What follows belongs to an exercise in optimizing a design on an open flow for small area; a production flow would make more cautious choices. Where RTL was checked, it was by simulation tests only, not by an equivalence proof against the original. Power and IR drop assume default switching activity.

==> flow/design.v <==
module L2RnR2L(clk8,reset8,frame_busy,cmd_inst,cmd_data,neo_size,sizeplus1,
   l2r_data,l2r_done,l2r_go);
   input clk8;
   input reset8;
   input frame_busy;
   input [3:0] cmd_inst;
   input [27:0] cmd_data;
   input [7:0] neo_size;
   input [7:0] sizeplus1;
   output l2r_done;
   output [25:0] l2r_data;
   output l2r_go;
   localparam s_cmd   = 4'b0000;  
   localparam s_start = 4'b0001;
   localparam s_addr  = 4'b0011;
   localparam s_lim   = 4'b0010;
   localparam s_cmp   = 4'b0110;
   localparam s_color = 4'b0111;
   localparam s_go1   = 4'b0101;  
   localparam s_go    = 4'b1110;
   localparam s_busy1 = 4'b1100;
   localparam s_busy  = 4'b1101;
   localparam s_done  = 4'b1001;
   localparam s_cmd1  = 4'b1000;  
   localparam i_init  = 3'b000;
   localparam i_start = 3'b001;
   localparam i_addr  = 3'b011;
   localparam i_loop  = 3'b010;
   localparam i_iter  = 3'b110;
   localparam i_nexte = 3'b111;  
   localparam i_next  = 3'b101;
   localparam i_pause = 3'b100;  
   reg [3:0] mainsm;
   reg [2:0] iteraysm;
   reg [2:0] num_lites;
   reg [7:0] brite;
   reg wrap;             
   reg [4:0] la;         
   reg [7:0] lb;         
   reg [3:0] lc;         
   reg cmp_left, cmp_rite;
   reg [4:0] inner_rite_lite;
   reg [4:0] inner_rite_lim;
   reg [4:0] iteray;
   reg iteray_up;
   reg [11:0] random;
   reg [2:0] dcode;      
   assign l2r_data = {1'b0, la, lb, lc[3], 3'b000, lc[2], {3{lc[1]}}, {4{lc[0]}}};
   wire is_cmd1   = mainsm[3] & ~mainsm[2] & ~mainsm[0];                
   wire is_cmp    = ~mainsm[3] & mainsm[2] & mainsm[1] & ~mainsm[0];    
   assign l2r_done = is_cmd1;
   assign l2r_go   = mainsm[3] & mainsm[2] & ~mainsm[0];                
   wire cmdlike   = ~mainsm[2] & ~mainsm[1] & ~mainsm[0];               
   wire sel_color = ~mainsm[3] & mainsm[2] & ~mainsm[1];               
   wire pend      = ~mainsm[3];
   wire iteray_done = (iteraysm == i_pause);
   wire iteray_en   = (iteraysm == i_nexte);
   function ge5(input [4:0] x, input [4:0] y);
      integer i; reg c;
      begin
         c = 1'b1;
         for (i = 0; i < 5; i = i + 1)
            c = (x[i] & ~y[i]) | (x[i] & c) | (~y[i] & c);
         ge5 = c;
      end
   endfunction
   function [4:0] sub5(input [4:0] x, input [4:0] y);
      integer i; reg c;
      begin
         c = 1'b1;
         for (i = 0; i < 5; i = i + 1) begin
            sub5[i] = x[i] ^ ~y[i] ^ c;
            c = (x[i] & ~y[i]) | (x[i] & c) | (~y[i] & c);
         end
      end
   endfunction
   function [4:0] add5(input [4:0] x, input [4:0] y);
      integer i; reg c;
      begin
         c = 1'b0;
         for (i = 0; i < 5; i = i + 1) begin
            add5[i] = x[i] ^ y[i] ^ c;
            c = (x[i] & y[i]) | (x[i] & c) | (y[i] & c);
         end
      end
   endfunction
   wire [4:0] inc  = la + 1'b1;
   wire [4:0] addr_p = wrap ? 5'd0 : inc;      
   wire [4:1] addr = pend ? addr_p[4:1] : la[4:1];
   wire at_max = (la == neo_size[4:0]);
   wire pend16 = pend & ~wrap & (la == 5'd15);
   always @ (posedge clk8 or posedge reset8)
   begin
      if (reset8)
         mainsm <= s_cmd;
      else
         case (mainsm)
            s_cmd, s_cmd1:
               if (cmd_inst == 4'h6) mainsm <= s_start;
               else mainsm <= s_cmd;
            s_start: mainsm <= s_addr;
            s_addr:  mainsm <= s_lim;
            s_lim:   mainsm <= s_cmp;
            s_cmp:   mainsm <= s_color;
            s_color: mainsm <= s_go1;
            s_go1, s_go:
               if (frame_busy) mainsm <= s_busy1;
               else mainsm <= s_go;
            s_busy1, s_busy:
               if (!frame_busy) mainsm <= s_done;
               else mainsm <= s_busy;
            s_done:  mainsm <= s_cmd1;
            default: mainsm <= s_cmd;
         endcase
   end
   always @ (posedge clk8 or posedge reset8)
   begin
      if (reset8)
         begin
            wrap <= 1'b1;
         end
      else
         begin
            if (is_cmd1)
               wrap <= at_max;
         end
   end
   always @ (posedge clk8)
   begin
      if (cmdlike)
         begin
            num_lites <= cmd_data[22:20];
            brite     <= cmd_data[19:12];
         end
   end
   wire [4:0] left_addr_hi = add5({2'b00, num_lites}, iteray);
   wire [4:0] rite_addr_lo = sub5(inner_rite_lim, iteray);
   wire [4:0] rite_addr_hi = sub5(neo_size[4:0], iteray);
   wire [4:0] cl_d = sub5(addr_p, iteray);
   wire cl_c1 = iteray[0] & num_lites[0];
   wire cl_c2 = (iteray[1] & num_lites[1]) | (iteray[1] & cl_c1) | (num_lites[1] & cl_c1);
   wire cl_c3 = (iteray[2] & num_lites[2]) | (iteray[2] & cl_c2) | (num_lites[2] & cl_c2);
   wire cl_b = ge5(addr_p, iteray) & ~(iteray[4] & iteray[3] & cl_c3) & ~cl_d[4] & ~cl_d[3] & ge5({2'b00, num_lites}, {2'b00, cl_d[2:0]});
   always @ (posedge clk8)
   begin
      if (is_cmp)
         begin
            cmp_left <= cl_b;
            cmp_rite <= ge5(addr_p, rite_addr_lo) & ge5(rite_addr_hi, addr_p);
         end
   end
   always @ (posedge clk8 or posedge reset8)
   begin
      if (reset8)
         iteraysm <= i_init;
      else
         case (iteraysm)
            i_init:
               if (sel_color) iteraysm <= i_start;
            i_start: iteraysm <= i_addr;
            i_addr:
               if (addr[4:3] == 2'b01) iteraysm <= i_loop;
            i_loop:
               if (iteray_up == 1'b0 && iteray == 5'b00000)
                  iteraysm <= i_pause;
               else
                  iteraysm <= i_iter;
            i_iter: iteraysm <= i_nexte;
            i_nexte, i_next:
               if (addr[4]) iteraysm <= i_addr;
               else iteraysm <= i_next;
            i_pause:
               if (is_cmd1 && at_max) iteraysm <= i_init;
         endcase
   end
   always @ (posedge clk8)
   begin
      if (iteraysm == i_start)
         inner_rite_lite <= sub5(sizeplus1[4:0], {2'b00, num_lites});
   end
   always @ (posedge clk8 or posedge reset8)
   begin
      if (reset8)
         inner_rite_lim <= 5'b00000;
      else if (iteraysm == i_start)
         inner_rite_lim <= sub5(neo_size[4:0], {2'b00, num_lites});
   end
   wire it_eq  = (iteray == inner_rite_lite);
   wire it_dec = ~iteray_up | it_eq;
   wire [4:0] it_z = iteray ^ {5{it_dec}};
   wire [4:0] it_t;
   assign it_t[0] = iteray_en;
   assign it_t[1] = it_t[0] & it_z[0];
   assign it_t[2] = it_t[1] & it_z[1];
   assign it_t[3] = it_t[2] & it_z[2];
   assign it_t[4] = it_t[3] & it_z[3];
   always @ (posedge clk8 or posedge reset8)
   begin
      if (reset8)
         begin
            iteray    <= 5'b00000;
            iteray_up <= 1'b1;
         end
      else
         begin
            if (iteray_en == 1'b1 && it_eq)
               iteray_up <= 1'b0;
            else if (iteray_done == 1'b1)
               iteray_up <= 1'b1;
            iteray <= iteray ^ it_t;
         end
   end
   wire feedback = random[10] ~^ random[9];
   wire [1:0] nx_code = pend16 ? random[10:9] : random[11:10];
   always @ (posedge clk8 or posedge reset8)
   begin
      if (reset8)
         begin
            random   <= 12'h563;
            dcode[2] <= 1'b0;
         end
      else
         begin
            if (sel_color & pend16)
               random <= {random[10:0], feedback};
            if (iteray_done)
               dcode[2] <= 1'b1;
         end
   end
   always @ (posedge clk8)
   begin
      if (iteray_done)
         dcode[1:0] <= nx_code;
   end
   reg [3:0] rite_c, left_c, mix_c;
   always @*
   begin
      if (!dcode[2])
         begin
            rite_c = 4'b0110;
            left_c = 4'b0001;
            mix_c  = 4'b0111;
         end
      else
         case (dcode[1:0])
            2'b00:   begin rite_c = 4'b0001; left_c = 4'b0100; mix_c = 4'b0101; end
            2'b01:   begin rite_c = 4'b0001; left_c = 4'b1000; mix_c = 4'b1001; end
            2'b10:   begin rite_c = 4'b1001; left_c = 4'b0101; mix_c = 4'b1101; end
            default: begin rite_c = 4'b0110; left_c = 4'b1000; mix_c = 4'b1110; end
         endcase
   end
   wire mixed = cmp_left & cmp_rite;
   reg [7:0] lb_d;
   reg bc, bh;
   integer k;
   always @*
   begin
      bc = 1'b0;
      for (k = 0; k < 8; k = k + 1)
         begin
            bh = (k < 7) ? (brite[k+1] & mixed) : 1'b0;
            lb_d[k] = brite[k] ^ bh ^ bc;
            bc = (brite[k] & bh) | (brite[k] & bc) | (bh & bc);
         end
   end
   always @ (posedge clk8 or posedge reset8)
   begin
      if (reset8)
         begin
            la <= 5'b00000;
            lb <= 8'h00;
            lc <= 4'h0;
         end
      else if (sel_color)
         begin
            la <= addr_p;
            lb <= lb_d;
            case ({cmp_left, cmp_rite})
               2'b00: lc <= 4'h0;
               2'b01: lc <= rite_c;
               2'b10: lc <= left_c;
               2'b11: lc <= mix_c;
            endcase
         end
   end
endmodule
export LEC_CHECK = 0
export CAP_MARGIN = 20
export CORE_MARGIN = 2
export CORE_UTILIZATION = 70
export PLACE_DENSITY = 0.85
export SLEW_MARGIN = 20
create_clock -name core_clock -period 10.0 [get_ports {clk8}]
standard.sh (not shown) runs the stock make flow with config.mk's settings and CLKGATE_MAP_FILE= SYNTH_SCRIPT=/design/flow/synth_recipe.tcl, a recipe that flattens the netlist after the stock synthesis.
==> flow/flow/run.sh <==
#!/bin/bash
set -euo pipefail
export BUFFER_PORTS_ARGS="-buffer_cell sky130_fd_sc_hd__buf_1"
export CTS_ARGS="-sink_clustering_enable -repair_clock_nets -dont_use_dummy_load"
bash standard.sh > standard.log 2>&1
Then changed:
--- a/flow/design.v
+++ b/flow/design.v
@@ -47,10 +47,8 @@
    reg [2:0] dcode;      
    assign l2r_data = {1'b0, la, lb, lc[3], 3'b000, lc[2], {3{lc[1]}}, {4{lc[0]}}};
-   wire is_cmd1   = mainsm[3] & ~mainsm[2] & ~mainsm[0];                
-   wire is_cmp    = ~mainsm[3] & mainsm[2] & mainsm[1] & ~mainsm[0];    
-   assign l2r_done = is_cmd1;
-   assign l2r_go   = mainsm[3] & mainsm[2] & ~mainsm[0];                
-   wire cmdlike   = ~mainsm[2] & ~mainsm[1] & ~mainsm[0];               
-   wire sel_color = ~mainsm[3] & mainsm[2] & ~mainsm[1];               
+   assign l2r_done = (mainsm == s_cmd1);
+   assign l2r_go   = (mainsm == s_go) | (mainsm == s_busy1);
+   wire cmdlike   = (mainsm == s_cmd) | (mainsm == s_cmd1);
+   wire sel_color = (mainsm == s_go1);
    wire pend      = ~mainsm[3];
    wire iteray_done = (iteraysm == i_pause);
@@ -89,5 +87,4 @@
    wire [4:1] addr = pend ? addr_p[4:1] : la[4:1];
    wire at_max = (la == neo_size[4:0]);
-   wire pend16 = pend & ~wrap & (la == 5'd15);
    always @ (posedge clk8 or posedge reset8)
    begin
@@ -122,5 +119,5 @@
       else
          begin
-            if (is_cmd1)
+            if (mainsm == s_cmd1)
                wrap <= at_max;
          end
@@ -144,5 +141,5 @@
    always @ (posedge clk8)
    begin
-      if (is_cmp)
+      if (mainsm == s_cmp)
          begin
             cmp_left <= cl_b;
@@ -171,5 +168,5 @@
                else iteraysm <= i_next;
             i_pause:
-               if (is_cmd1 && at_max) iteraysm <= i_init;
+               if (mainsm == s_cmd1 && at_max) iteraysm <= i_init;
          endcase
    end
@@ -212,5 +209,4 @@
    end
    wire feedback = random[10] ~^ random[9];
-   wire [1:0] nx_code = pend16 ? random[10:9] : random[11:10];
    always @ (posedge clk8 or posedge reset8)
    begin
@@ -222,5 +218,5 @@
       else
          begin
-            if (sel_color & pend16)
+            if (mainsm == s_cmd1 && la == 5'd15 && !at_max)
                random <= {random[10:0], feedback};
             if (iteray_done)
@@ -231,5 +227,5 @@
    begin
       if (iteray_done)
-         dcode[1:0] <= nx_code;
+         dcode[1:0] <= random[11:10];
    end
    reg [3:0] rite_c, left_c, mix_c;
Outcome: The new run produced a clean layout; die area climbs by 5.1%; clock-buffer cell count does not change; routed wire length went up by about 9%; total power went down by 0.39%; final area increases by 4.3%; final cell count rises by about 2.3%; worst hold slack got worse by 0.043 ns; area after synthesis rose by 5.4%; combinational power rose by about 1%; critical path depth goes down by 1; sequential share of layout area is lower by 1.8 points; fmax is lower by about 2%; sequential cell count does not change.
No functional check of the RTL was part of the second run of this note.

## what the ideal ports hide
The results above use ideal ports. As a check the final layouts listed here were re-extracted and re-timed, cells and wires unchanged.
Step 1, drivers: a clkbuf_16 drives clk8 and a buf_2 each remaining input, both assumed.
Step 2 adds t to the input delays and takes it off the output delays; t is the mean of the earliest and latest rising clock arrival at the registers after step 1. Input paths then give back, and output paths get back, about the clock's delay inside the block.
a / b / c = no drivers / after step 1 / after step 2; a / b = the first two.
run	shift t [ns]	slack for setup (ns)	latest minus earliest clock arrival (ns)	slew at the worst register clock pin (ns)	worst slew at a driven data input, ns
the first run	0.363	5.838 / 5.841 / 5.478	0.020 / 0.020	0.08 / 0.08	0.03
the second run	0.365	5.753 / 5.763 / 5.398	0.013 / 0.013	0.07 / 0.07	0.04
After both steps every run listed still meets setup and hold. The setup slack of the first run, which loses most, moves by +0.003 ns with the drivers and by -0.360 ns with both steps.
